From an optimization exercise on the open Yosys and OpenROAD flow, aimed at small area, a short achievable clock period and few clock cycles per item; shortcuts taken in it are not production practice. Where RTL was checked, it was by simulation tests only, not by an equivalence proof against the original.

==> inputs of run a <==
## cordic_vec_top
module cordic_vec_top (
    input  logic clk,
    input  logic rst_n,
    input  logic in_valid,
    output logic in_ready,
    input  logic signed [15:0] x_start,
    input  logic signed [15:0] y_start,
    output logic out_valid,
    input  logic out_ready,
    output logic signed [15:0] mag,
    output logic signed [31:0] theta
);
export LEC_CHECK = 0
export ABC_CLOCK_PERIOD_IN_PS = 2000
export CAP_MARGIN = 20
export CORE_MARGIN = 2
export CORE_UTILIZATION = 40
export CTS_CLUSTER_DIAMETER = 80
export CTS_CLUSTER_SIZE = 20
export SETUP_SLACK_MARGIN = 5
export SLEW_MARGIN = 20
create_clock -name core_clock -period 9.0 [get_ports {clk}]
standard.sh (not shown) runs the stock make flow with config.mk's settings and CLKGATE_MAP_FILE= SYNTH_SCRIPT=/design/flow/synth_recipe.tcl, a recipe that flattens the netlist after the stock synthesis.
==> flow/flow/run.sh <==
#!/bin/bash
# Own flow: the standard synthesis and layout (standard.sh), but with the
# post-synthesis / post-CTS / post-route repair_timing aiming at a larger
# setup margin (the clock period and all constraints stay the design's).
set -euo pipefail
MARGIN=$(cat flow/margin.txt)
bash standard.sh synth > synth.log 2>&1
# same make command as standard.sh, with SETUP_SLACK_MARGIN raised
CMD=$(grep '^make ' standard.sh | sed -e 's/"\${@:-finish}"//' -e "s/SETUP_SLACK_MARGIN=[^ ]*//")
eval "$CMD SETUP_SLACK_MARGIN=$MARGIN finish" > layout.log 2>&1
RES=$(ls -d orfs/results/*/cordic_vec_top/base)
: # left out here: write the final layout as DEF
==> flow/flow/margin.txt <==
5.8
==> run b: changes against run a <==
--- a/flow/design.v
+++ b/flow/design.v
@@ -7,22 +7,22 @@
     input  logic signed [15:0] y_start,
     output logic out_valid,
     input  logic out_ready,
     output logic signed [15:0] mag,
     output logic signed [31:0] theta
 );
-    logic k_v, o_v, adv;
-    assign adv = ~k_v;
-    assign in_ready = adv;
-    logic o_en;
-    assign o_en = ~o_v | out_ready;
+    logic i_v, o_v, adv;
+    assign adv = ~o_v | out_ready;
+    assign in_ready = ~i_v;
+    logic [15:0] i_x, i_y;
+    always_ff @(posedge clk) if (~i_v) begin i_x <= x_start; i_y <= y_start; end
     logic [15:0] s0_x, s0_y;
     logic s0_v;
     logic [15:0] e_x, e_y;
-    assign e_x = x_start;
-    assign e_y = y_start;
+    assign e_x = i_v ? i_x : x_start;
+    assign e_y = i_v ? i_y : y_start;
     logic e_xn, e_yn, e_xz, e_yz, e_sf;
     assign e_xn = e_x[15]; assign e_yn = e_y[15];
     assign e_xz = (e_x == 16'd0); assign e_yz = (e_y == 16'd0);
     assign e_sf = (~e_xn & ~e_xz & ~e_yn) | (e_xn & (e_yn | e_yz));
     logic s0_cyn, s0_cxn, s0_d0;
     logic [1:0] s0_q;
@@ -3887,17 +3887,17 @@
             s10_v <= 1'b0;
             s11_v <= 1'b0;
             s12_v <= 1'b0;
             s13_v <= 1'b0;
             s14_v <= 1'b0;
             s15_v <= 1'b0;
-            k_v <= 1'b0;
+            i_v <= 1'b0;
             o_v <= 1'b0;
         end else begin
             if (adv) begin
-                s0_v <= in_valid;
+                s0_v <= i_v | in_valid;
                 s1_v <= s0_v;
                 s2_v <= s1_v;
                 s3_v <= s2_v;
                 s4_v <= s3_v;
                 s5_v <= s4_v;
                 s6_v <= s5_v;
@@ -3907,22 +3907,18 @@
                 s10_v <= s9_v;
                 s11_v <= s10_v;
                 s12_v <= s11_v;
                 s13_v <= s12_v;
                 s14_v <= s13_v;
                 s15_v <= s14_v;
+                o_v <= s15_v;
             end
-            k_v <= ~o_en & (k_v | s15_v);
-            if (o_en) o_v <= k_v | s15_v;
+            i_v <= ~adv & (i_v | in_valid);
         end
     end
-    logic [15:0] k_mag, o_mag;
-    logic [31:0] k_theta, o_theta;
-    always_ff @(posedge clk) if (adv) begin k_mag <= f_mag; k_theta <= f_theta; end
-    always_ff @(posedge clk) if (o_en) begin
-        o_mag <= k_v ? k_mag : f_mag;
-        o_theta <= k_v ? k_theta : f_theta;
-    end
+    logic [15:0] o_mag;
+    logic [31:0] o_theta;
+    always_ff @(posedge clk) if (adv) begin o_mag <= f_mag; o_theta <= f_theta; end
     assign out_valid = o_v;
     assign mag = o_mag;
     assign theta = o_theta;
 endmodule
==> run c: changes against run a <==
--- a/flow/design.v
+++ b/flow/design.v
@@ -9,13 +9,14 @@
     input  logic out_ready,
     output logic signed [15:0] mag,
     output logic signed [31:0] theta
 );
     logic k_v, o_v, adv;
     assign adv = ~k_v;
-    assign in_ready = adv;
+    logic rdy_q;
+    assign in_ready = rdy_q;
     logic o_en;
     assign o_en = ~o_v | out_ready;
     logic [15:0] s0_x, s0_y;
     logic s0_v;
     logic [15:0] e_x, e_y;
     assign e_x = x_start;
@@ -3888,12 +3889,13 @@
             s11_v <= 1'b0;
             s12_v <= 1'b0;
             s13_v <= 1'b0;
             s14_v <= 1'b0;
             s15_v <= 1'b0;
             k_v <= 1'b0;
+            rdy_q <= 1'b1;
             o_v <= 1'b0;
         end else begin
             if (adv) begin
                 s0_v <= in_valid;
                 s1_v <= s0_v;
                 s2_v <= s1_v;
@@ -3909,12 +3911,13 @@
                 s12_v <= s11_v;
                 s13_v <= s12_v;
                 s14_v <= s13_v;
                 s15_v <= s14_v;
             end
             k_v <= ~o_en & (k_v | s15_v);
+            rdy_q <= o_en | ~(k_v | s15_v);
             if (o_en) o_v <= k_v | s15_v;
         end
     end
     logic [15:0] k_mag, o_mag;
     logic [31:0] k_theta, o_theta;
     always_ff @(posedge clk) if (adv) begin k_mag <= f_mag; k_theta <= f_theta; end
Settings changed: CTS_CLUSTER_DIAMETER 80 to 90, CTS_CLUSTER_SIZE 20 to 25.
==> run d: changes against run a <==
--- a/flow/design.v
+++ b/flow/design.v
@@ -9,13 +9,14 @@
     input  logic out_ready,
     output logic signed [15:0] mag,
     output logic signed [31:0] theta
 );
     logic k_v, o_v, adv;
     assign adv = ~k_v;
-    assign in_ready = adv;
+    logic rdy_q;
+    assign in_ready = rdy_q;
     logic o_en;
     assign o_en = ~o_v | out_ready;
     logic [15:0] s0_x, s0_y;
     logic s0_v;
     logic [15:0] e_x, e_y;
     assign e_x = x_start;
@@ -3888,12 +3889,13 @@
             s11_v <= 1'b0;
             s12_v <= 1'b0;
             s13_v <= 1'b0;
             s14_v <= 1'b0;
             s15_v <= 1'b0;
             k_v <= 1'b0;
+            rdy_q <= 1'b1;
             o_v <= 1'b0;
         end else begin
             if (adv) begin
                 s0_v <= in_valid;
                 s1_v <= s0_v;
                 s2_v <= s1_v;
@@ -3909,12 +3911,13 @@
                 s12_v <= s11_v;
                 s13_v <= s12_v;
                 s14_v <= s13_v;
                 s15_v <= s14_v;
             end
             k_v <= ~o_en & (k_v | s15_v);
+            rdy_q <= o_en | ~(k_v | s15_v);
             if (o_en) o_v <= k_v | s15_v;
         end
     end
     logic [15:0] k_mag, o_mag;
     logic [31:0] k_theta, o_theta;
     always_ff @(posedge clk) if (adv) begin k_mag <= f_mag; k_theta <= f_theta; end
==> flow/flow/margin.txt (replaced) <==
5.9
Settings changed: CTS_CLUSTER_DIAMETER 80 to 90, CTS_CLUSTER_SIZE 20 to 25.
==> notes <==
Of run b and run c, run c has the higher maximum frequency (gap 3.7%, measured against run c).
Cell count, lowest first: run b, run a, run c, run d.
First-iteration DRC count, lowest first: run b, run a, run d, run c.
The highest clock skew belongs to run c, the lowest to run d.
Of run c and run d, run c has the higher worst hold slack (gap 6.6 ps).
Against run b, the via count of run c is higher by about 1.8%.
Testbench counts of run c, summed over its fixed seeds: cycles 16,136, items 16,000.
Testbench counts of run d, summed over its fixed seeds: cycles 16,136, items 16,000.
No functional check of the RTL was part of run a and run b.

-- afterwards: timing with drivers on the ports --
Ports are ideal in the flow. The routed layouts listed here were re-timed in OpenROAD. Step 1: set_driving_cell puts a clkbuf_16 on clk and a buf_2 on each other input, an assumption about the parent block. Step 2 also shifts input and output timing later by t, the mid clock arrival at the registers, as if the neighbouring blocks saw the same clock. Three values: ideal ports, drivers, drivers and shift; two values: the first two.
| run | t, ns | slack for setup (ns) | latest minus earliest clock arrival (ns) | worst register clock-pin slew, ns |
|---|---|---|---|---|
| run a | 0.679 | 5.772 / 5.707 / 5.349 | 0.042 / 0.042 | 0.09 / 0.09 |
| run b | 0.705 | 5.767 / 5.702 / 5.219 | 0.042 / 0.043 | 0.09 / 0.09 |
| run c | 0.675 | 5.887 / 5.822 / 5.444 | 0.048 / 0.048 | 0.10 / 0.10 |
| run d | 0.693 | 5.932 / 5.866 / 5.595 | 0.041 / 0.040 | 0.10 / 0.10 |
After both steps setup and hold are still met in every run listed. For run b, which loses most, drivers alone change the setup slack by -0.065 ns; drivers and shift together by -0.548 ns.
